Context: an optimization exercise on an open-source flow, tuned for small area and a short achievable clock period. The choices shown serve that exercise and are no tape-out recipe.
RTL that was checked went through simulation tests only; none was proved equivalent to the original.
The flow treats the clock pin as an ideal source. Dropping or thinning the clock tree relies on that and would not hold on a real chip.
Power figures rest on the tool's default switching activity, not on a simulated workload.

==> module accumulator_sum, before the edit <==
module accumulator_sum (
    input  logic        clk,
    input  logic        rst,
    input  logic        start,
    input  logic        clear,
    input  logic [3:0]  data_in_a,
    input  logic [3:0]  data_in_b,
    output logic [3:0]  data_out,
    output logic        data_out_valid,
    output logic        result_complete,
    output logic        ready,
    output logic        response
);
    logic        s_q;          
    logic        r_q;          
    logic [3:0]  c_q;          
    logic        ready_q, valid_q, complete_q, resp_q;
    logic [3:0]  dout_q;       
    logic [31:0] acc_q;        
    logic [3:0]  hi_q;         
    logic [1:0]  cy_q;         
    logic        zq;           
    logic [3:0]  p_q, g_q;     
    wire idle    = !s_q && !r_q;
    wire sum_go  = idle && start && !clear;
    wire rd_go   = idle && start && clear;
    wire s_last  = s_q && (c_q == 4'd7);
    wire r_last  = r_q && (c_q == 4'd10);
    wire fold_last = idle && !ready_q;
    wire fold    = s_q || fold_last;
    wire en      = fold || r_q;
    wire cy_mid  = (s_q && c_q != 4'd1) || fold_last;
    wire [3:0] lo  = zq ? 4'd0 : acc_q[3:0];
    wire [3:0] fs  = lo ^ p_q;
    wire [4:0] fc  = {(g_q | (p_q & lo)), 1'b0};
    wire [5:0] nib = {2'b00, fs} + {1'b0, fc} + {4'b0000, (cy_mid ? cy_q : 2'b00)};
    always_ff @(posedge clk) begin
        p_q <= data_in_a ^ data_in_b;
        g_q <= data_in_a & data_in_b;
    end
    always_ff @(posedge clk) begin
        c_q <= (sum_go || rd_go) ? 4'd1 : c_q + 4'd1;
    end
    always_ff @(posedge clk) begin
        if (rst) begin
            s_q        <= 1'b0;
            r_q        <= 1'b0;
            ready_q    <= 1'b1;
            valid_q    <= 1'b0;
            complete_q <= 1'b0;
            resp_q     <= 1'b0;
        end else begin
            ready_q    <= idle || r_last;
            valid_q    <= r_q && (c_q <= 4'd9);
            complete_q <= r_last;
            resp_q     <= (s_q && c_q == 4'd6) || (r_q && c_q == 4'd8);
            s_q        <= sum_go || (s_q && !s_last);
            r_q        <= rd_go || (r_q && !r_last);
        end
    end
    always_ff @(posedge clk) begin
        if (en)
            acc_q <= {nib[3:0], acc_q[31:4]};
    end
    always_ff @(posedge clk) begin
        if (rst) begin
            cy_q <= 2'b00;
            hi_q <= 4'd0;
            zq   <= 1'b1;
        end else begin
            cy_q <= fold ? nib[5:4] : 2'b00;
            if (r_last)
                hi_q <= 4'd0;
            else
                hi_q <= hi_q + {2'b00, (cy_mid ? 2'b00 : cy_q)};
            if (r_last)
                zq <= 1'b1;
            else if (fold_last)
                zq <= 1'b0;
        end
    end
    always_ff @(posedge clk) begin
        dout_q <= (r_q && c_q == 4'd9) ? hi_q : lo;
    end
    assign data_out        = dout_q;
    assign data_out_valid  = valid_q;
    assign result_complete = complete_q;
    assign ready           = ready_q;
    assign response        = resp_q;
endmodule
==> flow/config.mk <==
export PLATFORM = sky130hd
export DESIGN_NAME = accumulator_sum
export DESIGN_NICKNAME = accumulator_sum
export VERILOG_FILES = /design/flow/design.v
export SDC_FILE = /design/flow/constraint.sdc
export NUM_CORES = 4
export LEC_CHECK = 0
export CAP_MARGIN = 20
export CORE_MARGIN = 2
export CORE_UTILIZATION = 40
export SLEW_MARGIN = 20
==> flow/constraint.sdc <==
create_clock -name core_clock -period 10.0 [get_ports {clk}]
set_input_delay 2.0000 -clock core_clock [delete_from_list [all_inputs] [get_ports {clk}]]
set_output_delay 2.0000 -clock core_clock [all_outputs]
set_load 0.01 [all_outputs]
standard.sh (not shown) runs the stock make flow with config.mk's settings and CLKGATE_MAP_FILE= SYNTH_SCRIPT=/design/flow/synth_recipe.tcl, a recipe that flattens the netlist after the stock synthesis.
==> flow/flow/run.sh <==
#!/bin/bash
# Standard ORFS layout with a few settings changed:
#  - abc maps with an area script (flow/abc_area.script; ORFS's scripts are copied so that
#    only this one file differs), and no full/half-adder cells,
#  - small port buffers (buf_1 instead of the slow clkdlybuf4s50_1),
#  - repair_timing aims for extra setup margin (the clock is much slower than the logic),
#  - after CTS, one level of clock buffers drives all flip-flops (flow/cts_post.tcl).
set -euo pipefail
rm -rf orfs_scripts
cp -r "$FLOW_HOME/scripts" orfs_scripts
cp flow/abc_area.script orfs_scripts/abc_area.script
bash standard.sh \
  SCRIPTS_DIR=$PWD/orfs_scripts \
  ADDER_MAP_FILE= ABC_AREA=1 \
  "BUFFER_PORTS_ARGS=-buffer_cell sky130_fd_sc_hd__buf_1" \
  SETUP_SLACK_MARGIN=7.3 \
  "CTS_ARGS=-repair_clock_nets -dont_use_dummy_load" \
  POST_CTS_TCL=$PWD/flow/cts_post.tcl FLOW_CLKBUF=sky130_fd_sc_hd__clkbuf_8 FLOW_CLKGROUPS=4 \
  finish > standard_run.log 2>&1
Other scripts of this flow, unchanged in this note and not shown: flow/flow/abc_area.script, flow/flow/cts_post.tcl
Edit:
==> flow/design.v (replaced) <==
module accumulator_sum (
    input  logic        clk,
    input  logic        rst,
    input  logic        start,
    input  logic        clear,
    input  logic [3:0]  data_in_a,
    input  logic [3:0]  data_in_b,
    output logic [3:0]  data_out,
    output logic        data_out_valid,
    output logic        result_complete,
    output logic        ready,
    output logic        response
);
    logic        s_q, r_q;
    logic [2:0]  c_q;
    logic        ready_q, valid_q, complete_q, resp_q;
    logic [31:0] acc_q;        
    logic [3:0]  hi_q;         
    logic [1:0]  cy_q;         
    logic        zq;           
    logic [3:0]  p_q, g_q;
    wire idle    = !s_q && !r_q;
    wire go      = idle && start;
    wire sum_go  = go && !clear;
    wire rd_go   = go && clear;
    wire s_last  = s_q && resp_q;                                    
    wire r_hi    = r_q && resp_q;                                    
    wire r_last  = r_q && valid_q && !resp_q && (c_q == 3'd6);       
    wire fold_last = idle && !ready_q;
    wire fold    = s_q || fold_last;
    wire en      = fold || r_q;
    wire cy_mid  = !r_q && !ready_q;
    wire [3:0] lo  = zq ? 4'd0 : acc_q[3:0];
    wire [3:0] fs  = lo ^ p_q;
    wire [4:0] fc  = {(g_q | (p_q & lo)), 1'b0};
    wire [5:0] nib = {2'b00, fs} + {1'b0, fc} + {4'b0000, (cy_mid ? cy_q : 2'b00)};
    always_ff @(posedge clk) begin
        if (r_q)
            p_q <= zq ? 4'd0 : (r_hi ? hi_q : acc_q[3:0]);
        else
            p_q <= data_in_a ^ data_in_b;
        g_q <= data_in_a & data_in_b;
    end
    always_ff @(posedge clk) begin
        if (go)
            c_q <= clear ? 3'd6 : 3'd0;
        else if (!resp_q)
            c_q <= c_q + 3'd1;
    end
    always_ff @(posedge clk) begin
        if (rst) begin
            s_q        <= 1'b0;
            r_q        <= 1'b0;
            ready_q    <= 1'b1;
            valid_q    <= 1'b0;
            complete_q <= 1'b0;
            resp_q     <= 1'b0;
        end else begin
            ready_q    <= idle || r_last;
            valid_q    <= r_q && !r_last;
            complete_q <= r_last;
            resp_q     <= !idle && (c_q == 3'd5);
            s_q        <= sum_go || (s_q && !s_last);
            r_q        <= rd_go || (r_q && !r_last);
        end
    end
    always_ff @(posedge clk) begin
        if (en)
            acc_q <= {nib[3:0], acc_q[31:4]};
    end
    always_ff @(posedge clk) begin
        cy_q <= fold ? nib[5:4] : 2'b00;
        if (fold_last && zq)
            hi_q <= 4'd0;
        else
            hi_q <= hi_q + {2'b00, (cy_mid ? 2'b00 : cy_q)};
    end
    always_ff @(posedge clk) begin
        if (rst || r_last)
            zq <= 1'b1;
        else if (fold_last)
            zq <= 1'b0;
    end
    assign data_out        = p_q;
    assign data_out_valid  = valid_q;
    assign result_complete = complete_q;
    assign ready           = ready_q;
    assign response        = resp_q;
endmodule
The new run finished with timing, DRC and antenna clean.
Combinational power came out higher by 21%.
Cell count came out lower by 3.4%.
Sequential power came out lower by about 4%.
Total power came out lower by 1.1%.
Fmax came out higher by 0.40%.
Sequential share of layout area came out lower by 2.3 points.
Design area came out lower by 0.36%.
Synthesized area came out lower by 4.3%.
First-iteration DRC count came out higher by 110%.
Utilization came out higher by 0.72 points.
Critical path depth came out higher by 1.
Setup slack gets better by 0.010 ns.
Via count came out lower by 3.6%.
Function not checked in the second run of this note: the RTL went through the layout flow alone. No run of this note takes its clock network from TritonCTS; it comes from the design's own scripts or RTL.

==> afterwards: timing with drivers on the ports <==
No port has a modelled driver above. Below, the same layouts with a new extraction and two added sets of constraints.
Step 1 assumes that a clkbuf_16 drives the clock port and a buf_2 every other input.
Step 2 also shifts input and output timing later by t, the mid clock arrival at the registers, as if the neighbouring blocks saw the same clock.
Slacks: no drivers / after step 1 / after step 2; pairs: no drivers / after step 1.
run | t (ns) | setup WS [ns] | worst register clock-pin slew, ns | worst slew at a driven data input, ns | pins driven straight from the clock port
the first run | 0.202 | 7.374 / 7.334 / 7.204 | 0.09 / 0.09 | 0.03 | 4
the second run | 0.198 | 7.385 / 7.337 / 7.219 | 0.09 / 0.09 | 0.03 | 4
After both steps every run listed still meets setup and hold. For the first run, which loses most, drivers alone change the setup slack by -0.040 ns; drivers and shift together by -0.170 ns.
